Context: an optimization exercise on an open-source flow, tuned for small area and a short achievable clock period. The choices shown serve that exercise and are no tape-out recipe.
In this exercise RTL edits were held to simulation tests only and were not proved equivalent to the original.

Setup of build 30:
Design sig_altmult_add, start of the top module:
module sig_altmult_add
(
	input signed [15:0] dataa, datab, datac, datad,
	input 		clock, aclr,
	output reg 	[32:0] result
);
For scale: roughly 1500 cells after synthesis, about 210 flip-flops, ~16000 um^2 of cells after synthesis.
Settings: LEC_CHECK=0, CAP_MARGIN=20, CORE_MARGIN=2, CORE_UTILIZATION=40, CTS_BUF_LIST=sky130_fd_sc_hd__clkbuf_8, CTS_CLUSTER_DIAMETER=60, CTS_CLUSTER_SIZE=16, SETUP_SLACK_MARGIN=3.95, SLEW_MARGIN=20; clock period 7.0 ns.
standard.sh (not shown) runs the stock make flow with config.mk's settings and CLKGATE_MAP_FILE= SYNTH_SCRIPT=/design/flow/synth_recipe.tcl, a recipe that flattens the netlist after the stock synthesis.
==> flow/flow/run.sh <==
#!/bin/bash
# The standard layout (standard.sh), with two changes: Yosys's generic
# pre-mapping abc pass is skipped (SYNTH_ARGS=-noabc) so the full adders it
# extracts keep their natural polarity, and the ports are buffered with
# buf_1 cells. The make output goes to run_make.log, each tool's log to
# orfs/logs/.
set -uo pipefail
bash standard.sh "SYNTH_ARGS=-noabc" "BUFFER_PORTS_ARGS=-buffer_cell sky130_fd_sc_hd__buf_1" finish > run_make.log 2>&1
status=$?
tail -20 run_make.log
exit $status
For build 32, these inputs were changed with respect to build 30:
==> flow/flow/run.sh <==
#!/bin/bash
set -uo pipefail
here=$(pwd)
bash standard.sh "SYNTH_ARGS=-noabc" \
  "BUFFER_PORTS_ARGS=-buffer_cell sky130_fd_sc_hd__buf_1" \
  "POST_FLOORPLAN_TCL=$here/flow/upsize.tcl" finish > run_make.log 2>&1
status=$?
tail -20 run_make.log
exit $status
==> flow/flow/upsize.tcl (new file) <==
foreach inst [get_cells -quiet {a_r* c_r* m0_* m1_*}] {
  if {[get_property [get_lib_cells -of_objects $inst] name] == "sky130_fd_sc_hd__dfxtp_1"} {
    replace_cell $inst sky130_fd_sc_hd__dfxtp_2
  }
}
diff --git a/flow/config.mk b/flow/config.mk
--- a/flow/config.mk
+++ b/flow/config.mk
@@ -10,5 +10,2 @@
 export CORE_UTILIZATION = 40
-export CTS_BUF_LIST = sky130_fd_sc_hd__clkbuf_8
-export CTS_CLUSTER_DIAMETER = 60
-export CTS_CLUSTER_SIZE = 16
 export SETUP_SLACK_MARGIN = 3.95
### Flow results
Run comparison: build 30 launching instance or port of the critical path t_r[53]; build 32 launching instance or port of the critical path t_r[30]
The core occupancy in the finished layout reported for build 32 is greater than that of build 30 by 0.85 points.
From build 32 to build 30, proportion of synthesized chip area in sequential cells did not move at all.
Build 32 vs. build 30: wire length of the first global-routing pass went down; smallest setup slack after layout went up.
The final reports for build 32 and build 30 show non-clock buffer total of the final layout lower in the former.
Diff build 30 -> build 32: final instance area climbed 1.9%, count of clock-buffer cells in the layout climbed about 38%.
The inputs of build 57 differ from those of build 32 as listed below.
==> flow/flow/upsize.tcl <==
foreach inst [get_cells -quiet {a_r* c_r* m0_* m1_*}] {
  if {[get_property [get_lib_cells -of_objects $inst] name] == "sky130_fd_sc_hd__dfxtp_1"} {
    replace_cell $inst sky130_fd_sc_hd__dfxtp_4
  }
}
### Flow results
From build 32 to build 57 the numbers moved as follows: clock tree buffer count of the final layout decreased 5, final area decreased 0.63%.
Run comparison: build 57 source of the critical timing path t_r[49]; build 32 source of the critical timing path t_r[30]
Build 32 ended up with met5 as its top routing layer in use; build 57 ended up with met4.
Compared with build 32, build 57 shows a worst setup slack that is 13 ps higher.
Input changes introduced in build 68 (baseline for comparison: build 57):
diff --git a/flow/config.mk b/flow/config.mk
--- a/flow/config.mk
+++ b/flow/config.mk
@@ -10,2 +10,5 @@
 export CORE_UTILIZATION = 40
+export CTS_BUF_LIST = sky130_fd_sc_hd__clkbuf_8
+export CTS_CLUSTER_DIAMETER = 60
+export CTS_CLUSTER_SIZE = 16
 export SETUP_SLACK_MARGIN = 3.95
### Flow results
- Changes observed in build 68 relative to build 57: non-clock buffer count increased 13%; final cell count flat.
- [compare] base=build 57 new=build 68: logic depth of the worst setup path including buffers was more or less identical; wire length +about 1.1%; routed via count divided by cell count did not really move.
- The highest clock frequency the design can meet on build 57 is in line with that on build 68.
- The run showing the greater design area is build 57.
- When build 68 is measured against build 57, its number of nets in the layout turns out 11 higher.
What build 50 does differently from build 68 at the input level:
diff --git a/flow/config.mk b/flow/config.mk
--- a/flow/config.mk
+++ b/flow/config.mk
@@ -9,6 +9,3 @@
 export CORE_MARGIN = 2
-export CORE_UTILIZATION = 40
-export CTS_BUF_LIST = sky130_fd_sc_hd__clkbuf_8
-export CTS_CLUSTER_DIAMETER = 60
-export CTS_CLUSTER_SIZE = 16
+export CORE_UTILIZATION = 55
 export SETUP_SLACK_MARGIN = 3.95
Findings:
On total routed wirelength: between build 68 and build 50, it ends up lower for build 50. Build 50 ends up with a clock insertion delay at the later pin of the skew report that is 40 ps lower than in build 68. Re clock transition at the registers of the reported paths: build 68 was higher than build 50. The lower global-route usage of build 68 and build 50 is in build 68.

run 1:
sig_altmult_add, a different RTL version from the one above (not shown whole).
Size in the first run: about 1,800 cells after synthesis, ~210 flip-flops, roughly 99 I/O pins.
==> flow/config.mk <==
export PLATFORM = sky130hd
export DESIGN_NAME = sig_altmult_add
export DESIGN_NICKNAME = sig_altmult_add
export VERILOG_FILES = /design/flow/design.v
export SDC_FILE = /design/flow/constraint.sdc
export NUM_CORES = 4
export LEC_CHECK = 0
export ABC_AREA = 1
export CAP_MARGIN = 20
export CORE_MARGIN = 2
export CORE_UTILIZATION = 40
export SETUP_SLACK_MARGIN = 3.5
export SLEW_MARGIN = 20
==> flow/constraint.sdc <==
create_clock -name core_clock -period 7.0 [get_ports {clock}]
set_input_delay 1.4000 -clock core_clock [delete_from_list [all_inputs] [get_ports {clock}]]
set_output_delay 1.4000 -clock core_clock [all_outputs]
set_load 0.01 [all_outputs]
run.sh (not shown) runs the stock make flow with config.mk's settings and CLKGATE_MAP_FILE= SYNTH_SCRIPT=/design/flow/synth_recipe.tcl, a recipe that flattens the netlist after the stock synthesis.
Stock flow here: none of the scripts above is used.
Modified inputs, run 2 compared to run 1
# run 1
export LEC_CHECK = 0
export ABC_AREA = 1
export CAP_MARGIN = 20
export CORE_MARGIN = 2
export CORE_UTILIZATION = 40
export SETUP_SLACK_MARGIN = 3.5
export SLEW_MARGIN = 20
create_clock -name core_clock -period 7.0 [get_ports {clock}]
# run 2
export LEC_CHECK = 0
export ABC_AREA = 1
export CAP_MARGIN = 20
export CORE_MARGIN = 2
export CORE_UTILIZATION = 60
export CTS_BUF_LIST = sky130_fd_sc_hd__clkbuf_4 sky130_fd_sc_hd__clkbuf_8
export SETUP_SLACK_MARGIN = 3.5
export SLEW_MARGIN = 20
create_clock -name core_clock -period 7.0 [get_ports {clock}]
[summary]
- met3 demand-to-capacity share in global routing up 3.9 points in run 2 wrt run 1
- Between run 1 and run 2, global-route usage is lower for run 1, run 2 comes in above that.
- Worst hold slack after final layout: run 2 better than run 1
Input changes introduced in run 3 (baseline for comparison: run 2):
# run 2
export LEC_CHECK = 0
export ABC_AREA = 1
export CAP_MARGIN = 20
export CORE_MARGIN = 2
export CORE_UTILIZATION = 60
export CTS_BUF_LIST = sky130_fd_sc_hd__clkbuf_4 sky130_fd_sc_hd__clkbuf_8
export SETUP_SLACK_MARGIN = 3.5
export SLEW_MARGIN = 20
create_clock -name core_clock -period 7.0 [get_ports {clock}]
# run 3
export LEC_CHECK = 0
export CAP_MARGIN = 20
export CORE_MARGIN = 2
export CORE_UTILIZATION = 40
export SETUP_SLACK_MARGIN = 3.65
export SLEW_MARGIN = 20
create_clock -name core_clock -period 7.0 [get_ports {clock}]
==> flow/flow/run.sh (new file) <==
#!/bin/bash
set -uo pipefail
here=$(pwd)
bash standard.sh "SYNTH_ARGS=-noabc" \
  "BUFFER_PORTS_ARGS=-buffer_cell sky130_fd_sc_hd__buf_1" \
  "POST_FLOORPLAN_TCL=$here/flow/upsize.tcl" finish > run_make.log 2>&1
status=$?
tail -20 run_make.log
exit $status
==> flow/flow/upsize.tcl (new file) <==
foreach inst [get_cells -quiet {a_r* c_r* m0_* m1_*}] {
  if {[get_property [get_lib_cells -of_objects $inst] name] == "sky130_fd_sc_hd__dfxtp_1"} {
    replace_cell $inst sky130_fd_sc_hd__dfxtp_4
  }
}
==> flow/standard.sh (new file) <==
#!/bin/bash
# synth_recipe.tcl (not shown) runs the flow's synth.tcl, then flattens the netlist and writes it again
# the make line also repeats each setting of config.mk as NAME=value (left out here)
make -C /OpenROAD-flow-scripts/flow DESIGN_CONFIG=/design/flow/config.mk WORK_HOME=/design/flow/orfs CLKGATE_MAP_FILE= SYNTH_SCRIPT=/design/flow/synth_recipe.tcl "${@:-finish}"
removed: flow/run.sh
## What came out
- In the tables for run 3 and run 2, number of nets in the final layout reads higher with run 2.
- Global-route usage over all layers: higher on run 2
- Compare run 3 and run 2 | instance count of the mapped netlist higher: run 2
- Taking run 2 as the reference, in run 3 met3 track utilization from global routing saw a decrease, hold slack saw a decrease, post-synthesis compound-gate area fraction saw an increase.
- Re number of iterations in the first detailed-routing pass: no difference whatsoever between run 3 and run 2.
The inputs of run 4 differ from those of run 3 as listed below.
# run 3
export LEC_CHECK = 0
export CAP_MARGIN = 20
export CORE_MARGIN = 2
export CORE_UTILIZATION = 40
export SETUP_SLACK_MARGIN = 3.65
export SLEW_MARGIN = 20
create_clock -name core_clock -period 7.0 [get_ports {clock}]
# run 4
export LEC_CHECK = 0
export ABC_AREA = 1
export CAP_MARGIN = 20
export CORE_MARGIN = 2
export CORE_UTILIZATION = 40
export SETUP_SLACK_MARGIN = 4.0
export SLEW_MARGIN = 20
create_clock -name core_clock -period 7.0 [get_ports {clock}]
==> flow/run.sh (new file) <==
#!/bin/bash
# synth_recipe.tcl (not shown) runs the flow's synth.tcl, then flattens the netlist and writes it again
# the make line also repeats each setting of config.mk as NAME=value (left out here)
make -C /OpenROAD-flow-scripts/flow DESIGN_CONFIG=/design/flow/config.mk WORK_HOME=/design/flow/orfs CLKGATE_MAP_FILE= SYNTH_SCRIPT=/design/flow/synth_recipe.tcl finish
removed: flow/flow/run.sh
removed: flow/flow/upsize.tcl
removed: flow/standard.sh
## What came out
Run 4: flow completed, timing, DRC and antenna clean
Going from run 3 to run 4, worst slack at placement shrank by 290 ps; maximum frequency grew by about 5%.
In the reports for run 4 and run 3, the smaller number of nets at the end of the flow belongs to run 3.
Modified inputs, run 5 compared to run 4
# run 4
export LEC_CHECK = 0
export ABC_AREA = 1
export CAP_MARGIN = 20
export CORE_MARGIN = 2
export CORE_UTILIZATION = 40
export SETUP_SLACK_MARGIN = 4.0
export SLEW_MARGIN = 20
create_clock -name core_clock -period 7.0 [get_ports {clock}]
# run 5
export LEC_CHECK = 0
export CAP_MARGIN = 20
export CORE_MARGIN = 2
export CORE_UTILIZATION = 40
export CTS_BUF_LIST = sky130_fd_sc_hd__clkbuf_8
export SETUP_SLACK_MARGIN = 3.5
export SLEW_MARGIN = 20
create_clock -name core_clock -period 7.0 [get_ports {clock}]
==> flow/flow/run.sh (new file) <==
#!/bin/bash
# The standard layout (standard.sh), with two changes: Yosys's generic
# pre-mapping abc pass is skipped (SYNTH_ARGS=-noabc) so the full adders it
# extracts keep their natural polarity, and the ports are buffered with
# buf_1 cells. The make output goes to run_make.log, each tool's log to
# orfs/logs/.
set -uo pipefail
bash standard.sh "SYNTH_ARGS=-noabc" "BUFFER_PORTS_ARGS=-buffer_cell sky130_fd_sc_hd__buf_1" finish > run_make.log 2>&1
status=$?
tail -20 run_make.log
exit $status
==> flow/standard.sh (new file) <==
#!/bin/bash
# synth_recipe.tcl (not shown) runs the flow's synth.tcl, then flattens the netlist and writes it again
# the make line also repeats each setting of config.mk as NAME=value (left out here)
make -C /OpenROAD-flow-scripts/flow DESIGN_CONFIG=/design/flow/config.mk WORK_HOME=/design/flow/orfs CLKGATE_MAP_FILE= SYNTH_SCRIPT=/design/flow/synth_recipe.tcl "${@:-finish}"
removed: flow/run.sh
Diff run 4 -> run 5: met1 routed wirelength after detailed routing dropped 15%, area inside the core boundary now smaller. Smallest hold slack delta (run 4 -> run 5): insignificant. Run 5 reports a higher minimum period implied by the final worst setup slack than run 4 does. Re number of gates given a new drive strength after cts: run 5 is 184 down on run 4. Diff run 4 -> run 5 | final area | down by more than 10%. On run 5: via count of the first global-routing pass is 3,001 lower than what run 4 gave. Taking run 4 as the reference point, the non-clock buffer count of run 5 falls by 276. Looking at worst setup path endpoint, the t_r[70] result is from run 5; the t_r[42] one comes from run 4. The routed wire length in run 4 is 1.3 times that in run 5. | starting density of the core | run 5 vs run 4 | ≈ equal |.
#### Input delta (run 6 over run 5)
# run 5
export LEC_CHECK = 0
export CAP_MARGIN = 20
export CORE_MARGIN = 2
export CORE_UTILIZATION = 40
export CTS_BUF_LIST = sky130_fd_sc_hd__clkbuf_8
export SETUP_SLACK_MARGIN = 3.5
export SLEW_MARGIN = 20
create_clock -name core_clock -period 7.0 [get_ports {clock}]
# run 6
export LEC_CHECK = 0
export CAP_MARGIN = 20
export CORE_MARGIN = 2
export CORE_UTILIZATION = 40
export SETUP_SLACK_MARGIN = 3.5
export SLEW_MARGIN = 20
create_clock -name core_clock -period 7.0 [get_ports {clock}]
==> flow/flow/run.sh <==
#!/bin/bash
set -uo pipefail
here=$(pwd)
bash standard.sh "SYNTH_ARGS=-noabc" \
  "BUFFER_PORTS_ARGS=-buffer_cell sky130_fd_sc_hd__buf_1" \
  "POST_FLOORPLAN_TCL=$here/flow/upsize.tcl" finish > run_make.log 2>&1
status=$?
tail -20 run_make.log
exit $status
==> flow/flow/upsize.tcl (new file) <==
foreach inst [get_cells -quiet {a_r* c_r* m0_* m1_*}] {
  if {[get_property [get_lib_cells -of_objects $inst] name] == "sky130_fd_sc_hd__dfxtp_1"} {
    replace_cell $inst sky130_fd_sc_hd__dfxtp_4
  }
}
Results
- Of the two values seen for worst-path cell with the longest stage delay, fa_1 was produced by run 6 and dfxtp_1 by run 5.
- Summary of run 6 over run 5: final cell count lost about 1.7%.
- Slew at the pin closest to its max-slew limit (higher): run 5
- Diff run 6..run 5 | share of the synthesized area in compound gates (AO/OA/AOI/OAI) | unchanged
- Compared with run 5, run 6 shows a higher post-route worst setup slack.
- The area growth from synthesis to final layout in run 6 sits 1.6 points above the value recorded for run 5.
- In run 6, utilization is higher than in run 5.
- Diff run 6..run 5 | floorplan core area | negligible

-- afterwards: timing with drivers on the ports --
No port has a modelled driver above. Below, the same layouts with a new extraction and two added sets of constraints. Step 1 sets driving cells, clkbuf_16 on the clock port and buf_2 on the other inputs (assumed; they add their load-dependent delay and slew). Step 2 adds t to the input delays and takes it off the output delays; t is the mean of the earliest and latest rising clock arrival at the registers after step 1. Input paths then give back, and output paths get back, about the clock's delay inside the block. Slacks: ideal ports / drivers / drivers and shift; pairs: ideal ports / drivers.
run	shift t [ns]	slack for setup (ns)	worst hold slack (ns)	worst setup path at the end	slew at the worst register clock pin (ns)
build 30	0.621	3.881 / 3.881 / 3.881	0.361 / 0.361 / 0.361	register to register	0.10 / 0.10
build 32	0.571	3.942 / 3.942 / 3.942	0.347 / 0.347 / 0.347	register to register	0.06 / 0.06
build 57	0.584	3.955 / 3.955 / 3.955	0.348 / 0.348 / 0.348	register to register	0.06 / 0.06
build 68	0.611	3.950 / 3.909 / 3.950	0.351 / 0.351 / 0.351	register to register	0.10 / 0.10
build 50	0.587	3.889 / 3.889 / 3.889	0.355 / 0.355 / 0.355	register to register	0.06 / 0.06
run 1	0.590	3.529 / 3.529 / 3.529	0.350 / 0.350 / 0.350	register to register	0.07 / 0.07
run 2	0.599	3.565 / 3.565 / 3.565	0.360 / 0.360 / 0.360	register to register	0.07 / 0.07
run 3	0.575	3.794 / 3.794 / 3.794	0.346 / 0.346 / 0.346	register to register	0.06 / 0.06
run 4	0.591	3.949 / 3.949 / 3.949	0.347 / 0.347 / 0.347	register to register	0.07 / 0.07
run 5	0.605	3.592 / 3.592 / 3.592	0.346 / 0.346 / 0.346	register to register	0.07 / 0.07
run 6	0.577	3.685 / 3.685 / 3.685	0.346 / 0.346 / 0.346	register to register	0.06 / 0.06
After both steps every run listed still meets setup and hold.
